This design comes from an exercise in tuning for small area and a short achievable clock period on the open sky130 flow, not from production work.
Only simulation tests tie the RTL to the original design; equivalence was not proved.
Power is estimated from default activity; no workload was simulated.

==> flow/design.v, too long to show whole: its modules and the start of the top module <==
// module line_buffer: 26 lines
// module conv_core: 1935 lines
// module csa_fa: 4 lines
// module conv_top: 38 lines
module conv_top (
    input  wire        clk,
    input  wire        rst,
    input  wire        pixel_valid,
    input  wire [7:0]  pixel_in,
    input  wire [71:0] kernel_in,
    output wire signed [15:0] conv_out,
    output wire        conv_valid
);
  // ...
==> flow/flow/run.sh <==
#!/bin/bash
# The standard layout (standard.sh), with these changes:
#  - port buffers are plain buffers: buf_2 on the outputs, and buf_1 on the
#    inputs (swapped in after global placement by flow/small_inbuf.tcl);
#  - clock tree: sink clusters of up to 27 sinks within 90 um, no dummy loads;
#  - the timing repair steps aim for 7.68 ns of setup slack.
# Each tool's output goes to the ORFS logs; make's own output to standard.log.
bash standard.sh \
  BUFFER_PORTS_ARGS="-buffer_cell sky130_fd_sc_hd__buf_2" \
  POST_GLOBAL_PLACE_TCL="$PWD/flow/small_inbuf.tcl" \
  CTS_ARGS="-sink_clustering_enable -repair_clock_nets -sink_clustering_size 27 -sink_clustering_max_diameter 90 -dont_use_dummy_load" \
  SETUP_SLACK_MARGIN=7.68 \
  finish > standard.log 2>&1
==> flow/flow/small_inbuf.tcl <==
# Input port buffers only drive a register or two: use buf_1 for them.
set db [ord::get_db]
set block [ord::get_db_block]
set m [$db findMaster sky130_fd_sc_hd__buf_1]
set n 0
foreach bt [$block getBTerms] {
  if {[$bt getIoType] ne "INPUT" || [$bt getName] eq "clk"} { continue }
  set net [$bt getNet]
  foreach it [$net getITerms] {
    set inst [$it getInst]
    if {[[$inst getMaster] getName] eq "sky130_fd_sc_hd__buf_2"} {
      $inst swapMaster $m
      incr n
    }
  }
}
puts "small_inbuf: $n input buffers set to buf_1"
==> flow/standard.sh <==
#!/bin/bash
# synth_recipe.tcl (not shown) runs the flow's synth.tcl, then flattens the netlist and writes it again
# the make line also repeats each setting of config.mk as NAME=value (left out here)
make -C /OpenROAD-flow-scripts/flow DESIGN_CONFIG=/design/flow/config.mk WORK_HOME=/design/flow/orfs CLKGATE_MAP_FILE= SYNTH_SCRIPT=/design/flow/synth_recipe.tcl "${@:-finish}"
==> flow/config.mk <==
export PLATFORM = sky130hd
export DESIGN_NAME = conv_top
export DESIGN_NICKNAME = conv_top
export VERILOG_FILES = /design/flow/design.v
export SDC_FILE = /design/flow/constraint.sdc
export NUM_CORES = 4
export LEC_CHECK = 0
export CAP_MARGIN = 20
export CORE_MARGIN = 2
export CORE_UTILIZATION = 65
export CTS_CLUSTER_DIAMETER = 80
export CTS_CLUSTER_SIZE = 24
export PLACE_DENSITY = 0.72
export SLEW_MARGIN = 20
export SYNTH_HIERARCHICAL = 1
==> flow/constraint.sdc <==
create_clock -name core_clock -period 11.0 [get_ports {clk}]
set_input_delay 2.2000 -clock core_clock [delete_from_list [all_inputs] [get_ports {clk}]]
set_output_delay 2.2000 -clock core_clock [all_outputs]
set_load 0.01 [all_outputs]
==> impl_metrics.env, run 1 <==
export IMPL_met2WireLength_um=26800
export IMPL_synth_seq_cells=405
export IMPL_status="no timing/DRC/antenna violations"
export IMPL_cts_tree="done"
export IMPL_muxShareOfSynthArea_pct=0.214
export IMPL_grtUsageMet1_pct=45.3
export IMPL_antenna_found_initial=2
export IMPL_met2_usage_pct=49.0
export IMPL_clk_latency_ns=0.56
export IMPL_syn_inst=1759
export IMPL_placeableCoreArea_mm2=0.0355
export IMPL_synthSimpleGateAreaFrac_pct=3.08
export IMPL_multi_input_area_mm2=0.0131
export IMPL_pg_seq_mw=2.33
export IMPL_die_h_um=194
export IMPL_nNetsFinal=2132
export IMPL_ir_drop_mv=0.410
export IMPL_crit_fanout=10
export IMPL_synthArstFlopShare_pct=1.73
export IMPL_grt_pass1_vias=13700
export IMPL_synth_largest_area_cell="fa_1"
export IMPL_net_switching_power_mw=3.03
export IMPL_fin_total_pwr_mw=7.22
export IMPL_synth_cell_types=38
export IMPL_cap_violations=0
export IMPL_dr_first_iter_drc_count=1584
export IMPL_num_nonclk_inverters=6
export IMPL_ctsResizeCount=0
export IMPL_clkbuf_count=20
==> run 2, diff against run 1 <==
--- a/flow/design.v
+++ b/flow/design.v
@@ -1946,23 +1946,24 @@
         r1101 <= c1053;
         r1102 <= s1062;
         r1103 <= s1070;
         r1104 <= c1063;
         r1105 <= c1071;
         r1106 <= s1076;
         r1107 <= x1081;
         conv_out <= ra + rb;
-        conv_valid <= vpipe[1];
     end
     always @(posedge clk or posedge rst) begin
         if (rst) begin
             vpipe <= 2'd0;
+            conv_valid <= 1'b0;
         end else begin
             vpipe <= {vpipe[0:0], window_valid};
+            conv_valid <= vpipe[1];
         end
     end
 endmodule
 module csa_fa(input wire a, input wire b, input wire c, output wire s, output wire co);
     assign s  = a ^ b ^ c;
     assign co = (a & b) | (a & c) | (b & c);
 endmodule
 `timescale 1ns/1ps
==> flow/flow/run.sh (replaced) <==
#!/bin/bash
bash standard.sh BUFFER_PORTS_ARGS="-buffer_cell sky130_fd_sc_hd__buf_2" SETUP_SLACK_MARGIN=7.75 finish > standard.log 2>&1
removed: flow/flow/small_inbuf.tcl
==> run 2 against run 1 <==
Compared with the run above: maximum frequency is 1.1% lower; final cell count up 1.7%; combinational power barely moved; still clean; via count rose by 0.77%; die area is essentially flat; utilization rose by 1.5 points; critical path depth fell by 4; first-iteration DRC count is 8.4% lower; clock power rose by 28%.
==> impl_metrics.env, run 2 <==
export IMPL_pwr_share_comb_pct=55.5
export IMPL_slowest_stage="dfrtp_1"
export IMPL_p_seq_share_pct=31.2
export IMPL_synth_cell_types=38
export IMPL_portBuffers=99
export IMPL_rows=69
export IMPL_grtUsageMet3_pct=5.58
export IMPL_nNetsFinal=2149
export IMPL_netlist_top_cells_count="fa_1 (328), xnor2_1 (302), a22oi_1 (253), dfxtp_1 (253), clkbuf_1 (169)"
export IMPL_min_to="u_core.r1082"
export IMPL_cts_root_buffer_cell="clkbuf_16"
export IMPL_p_clk_share_pct=13.3
export IMPL_wirelength_um=57500
export IMPL_total_leakage_power_nw=8.99
export IMPL_mostFrequentLayoutCell="fa_1"
export IMPL_drt_wirelength_per_cell_um=26.1
export IMPL_grt_ovfl_total=0
export IMPL_synth_area_mm2=0.0234
export IMPL_ir_drop_mv=0.333
export IMPL_dieArea_mm2=0.0375
export IMPL_ys_warn_count=9
export IMPL_crit_family="flip-flops"
export IMPL_r2r_cells=5
export IMPL_rsz0062_at_grt="true"
export IMPL_crit_buf_inv=1
export IMPL_hold_viol=0
export IMPL_yosysMostFrequentCell="fa_1"
export IMPL_die_w_um=194
export IMPL_cap_violations=0
export IMPL_cp_arrival_ns=1.07
export IMPL_skew_ns=0.0235
export IMPL_ys_seq_area_share_pct=41.0
export IMPL_finalSetupViolCount=0
export IMPL_cts_tree="done"
export IMPL_min_path_cells=0
export IMPL_grt_usage_pct=31.6
export IMPL_reg_top3="u_line_buffer.taps: 144 flops, u_core.ke: 108 flops, u_core.conv_out: 16 flops"
export IMPL_synth_seq_cells=405
export IMPL_crit_fanout=1
export IMPL_worstMarginPinSlew_ns=1.03
export IMPL_io_pins=100
export IMPL_synthArstFlopShare_pct=1.98
export IMPL_drc=0
export IMPL_viasPerCell=6.18
export IMPL_antenna_found_initial=0
export IMPL_hp_start="u_core.r856"
export IMPL_num_vias=13600
export IMPL_status="no timing/DRC/antenna violations"
export IMPL_net_switching_power_mw=3.11
export IMPL_fin_total_pwr_mw=7.45
export IMPL_clkSlewWorstSetupHoldPaths_ns=0.09
export IMPL_power_density_mw_per_mm2=301
export IMPL_n_antenna_cell=0
export IMPL_grt_pass1_vias=14000
export IMPL_synthTopCellsByArea="fa_1 (28%), dfxtp_1 (22%), edfxtp_1 (18%)"
export IMPL_swShare_pct=41.7
export IMPL_timing_fmax_mhz=305
export IMPL_cts_sinks=405
export IMPL_hp_class="register to register"
export IMPL_syn_inst=1759
export IMPL_top_usage_layer="met2"
export IMPL_largest_register="u_line_buffer.taps"
export IMPL_mostFrequentLayoutCells="fa_1 (328), xnor2_1 (302), a22oi_1 (252)"
export IMPL_finalInstanceArea_mm2=0.0248
export IMPL_clk_latency_ns=0.58
export IMPL_start_util_pct=65.9
export IMPL_period_share_pct=29.8
export IMPL_met2_usage_pct=48.8
export IMPL_grt_pass1_wl_um=87600
export IMPL_first_pass_iters=6
export IMPL_largest_reg_flops=144
export IMPL_areaGrowthSynthToFinish_pct=5.89
export IMPL_worstReg2RegStart="u_core.ke[87]"
export IMPL_final_max_slew_viol_count=0
export IMPL_cts_made_buffers=24
export IMPL_synth_nets=2182
export IMPL_syn_area_per_cell_um2=13.3
export IMPL_dp_hpwl_um=45700
export IMPL_post_dp_cell_area_mm2=0.0238
export IMPL_end_kind="output pin"
export IMPL_synth_largest_area_cell="fa_1"
export IMPL_max_stage_delay_ns=0.36
export IMPL_grtUsageMet1_pct=45.4
export IMPL_die_h_um=194
export IMPL_dr_first_iter_drc_count=1451
export IMPL_slew_headroom_pct=31.4
export IMPL_synth_top_area_share_pct=28.1
export IMPL_cts_buffer_depth=3
export IMPL_p_int_mw=4.35
export IMPL_timing_rr_end="u_core.r881"
export IMPL_worst_endpoint_required_ns=8.80
export IMPL_fin_crit_ns=3.27
export IMPL_grt_max_degree=81
export IMPL_cp_start_kind="register"
export IMPL_synth_edff_count=144
export IMPL_finalSetupTns_ns=0
export IMPL_antenna_left=0
export IMPL_drive_gt1_share_pct=11.0
export IMPL_place_gp_congestion=0.956
export IMPL_ff2ff_setup_slack_ns=7.79
export IMPL_utilization_pct=69.8
export IMPL_path_class="register to output pin"
export IMPL_placeableCoreArea_mm2=0.0355
export IMPL_h_tree_depth=1
export IMPL_crit_chain="buf_2"
export IMPL_synth_ff_type="dfxtp_1"
==> run 2: repair_timing <==
action | in CTS | in global routing
buffers inserted | 0 | 13
hold buffers | 0 | 0
setup endpoints to repair | 9 | 16
resized for setup | 22 | 13
==> run 2: worst max-delay path by stage <==
stage,start,endpoint,slack [ns],cells past startpoint
after floorplan,u_core.ke[9],u_core.r907,8.07,6
after global placement,u_core.ke[33],u_core.r907,7.75,5
after detailed placement,u_core.ke[57],u_core.r907,7.64,5
after CTS,u_core.conv_valid,conv_valid,7.70,1
after global routing,u_line_buffer.taps[142],u_core.r938,7.67,6
final,u_core.conv_valid,conv_valid,7.73,1
==> run 2: through the flow <==
step | worst slack, ns | cells | hold slack (ns)
after detailed placement | 7.64 | 2148 | 0.316
after global routing | 7.67 | 2204 | 0.340
after floorplan | 8.07 | 1759 | 0.310
final | 7.73 | 2204 | 0.334
after CTS | 7.70 | 2191 | 0.336
after global placement | 7.75 | 2148 | 0.312
==> run 2: cells by family (layout without fill, tap and decap cells) <==
kind of cell	count (synthesis)	count (layout)	share of synthesized area, %
xor+xnor	375	375	14.1
fa+ha+maj	340	340	28.7
mux	4	4	0.214
simple gates	126	126	3.08
flops	405	405	41.0
compound gates	331	331	10.0
buf+inv	178	162	2.89
==> run 2: area by class of cell <==
class	instances	area, um2
fill	2553	10700
tap	461	577
multi-input combinational	1176	13100
timing repair buffer	113	601
sequential	405	9640
clock buffer	32	652
clock inverter	11	150
inverter	6	22.5
==> run 2: per-layer routing <==
metal	up-vias	routed length [um]
li1	5873	-
met1	6996	23700
met2	619	26600
met3	124	4530
met4	0	2710
met5	-	0
==> run 2: power by group through the flow <==
stage	sequential (mW)	combinational [mW]	clock, mW
2_1_floorplan	2.22	2.48	0
3_3_place_gp	2.35	3.93	0
3_5_place_dp	2.36	4.10	0
4_1_cts	2.33	4.14	1.01
5_1_grt	2.37	4.51	1.06
6_report	2.33	4.14	0.989
==> run 2: Yosys stat by module (local to each module, per instance) <==
module	cells inside	area, um2	copies in the design	flip-flops and latches
conv_core	1262	12100	1	247
conv_top	9	180	1	9
csa_fa	1	20.0	328	0
line_buffer	160	4560	1	149

==> separate check: timing with driven ports <==
No port has a modelled driver above. Below, the same layouts with a new extraction and two added sets of constraints. Step 1: set_driving_cell puts a clkbuf_16 on clk and a buf_2 on each other input, an assumption about the parent block. Step 2 also shifts input and output timing later by t, the mid clock arrival at the registers, as if the neighbouring blocks saw the same clock. Three values: ideal, step 1, step 2; two values: the first two.
| run | shift t [ns] | setup WS [ns] | hold WS [ns] | slew at the worst register clock pin (ns) |
|---|---|---|---|---|
| run 1 | 0.594 | 7.762 / 7.741 / 7.762 | 0.338 / 0.338 / 0.338 | 0.11 / 0.11 |
| run 2 | 0.624 | 7.726 / 7.673 / 7.785 | 0.334 / 0.334 / 0.334 | 0.09 / 0.09 |
After both steps setup and hold are still met in every run listed.
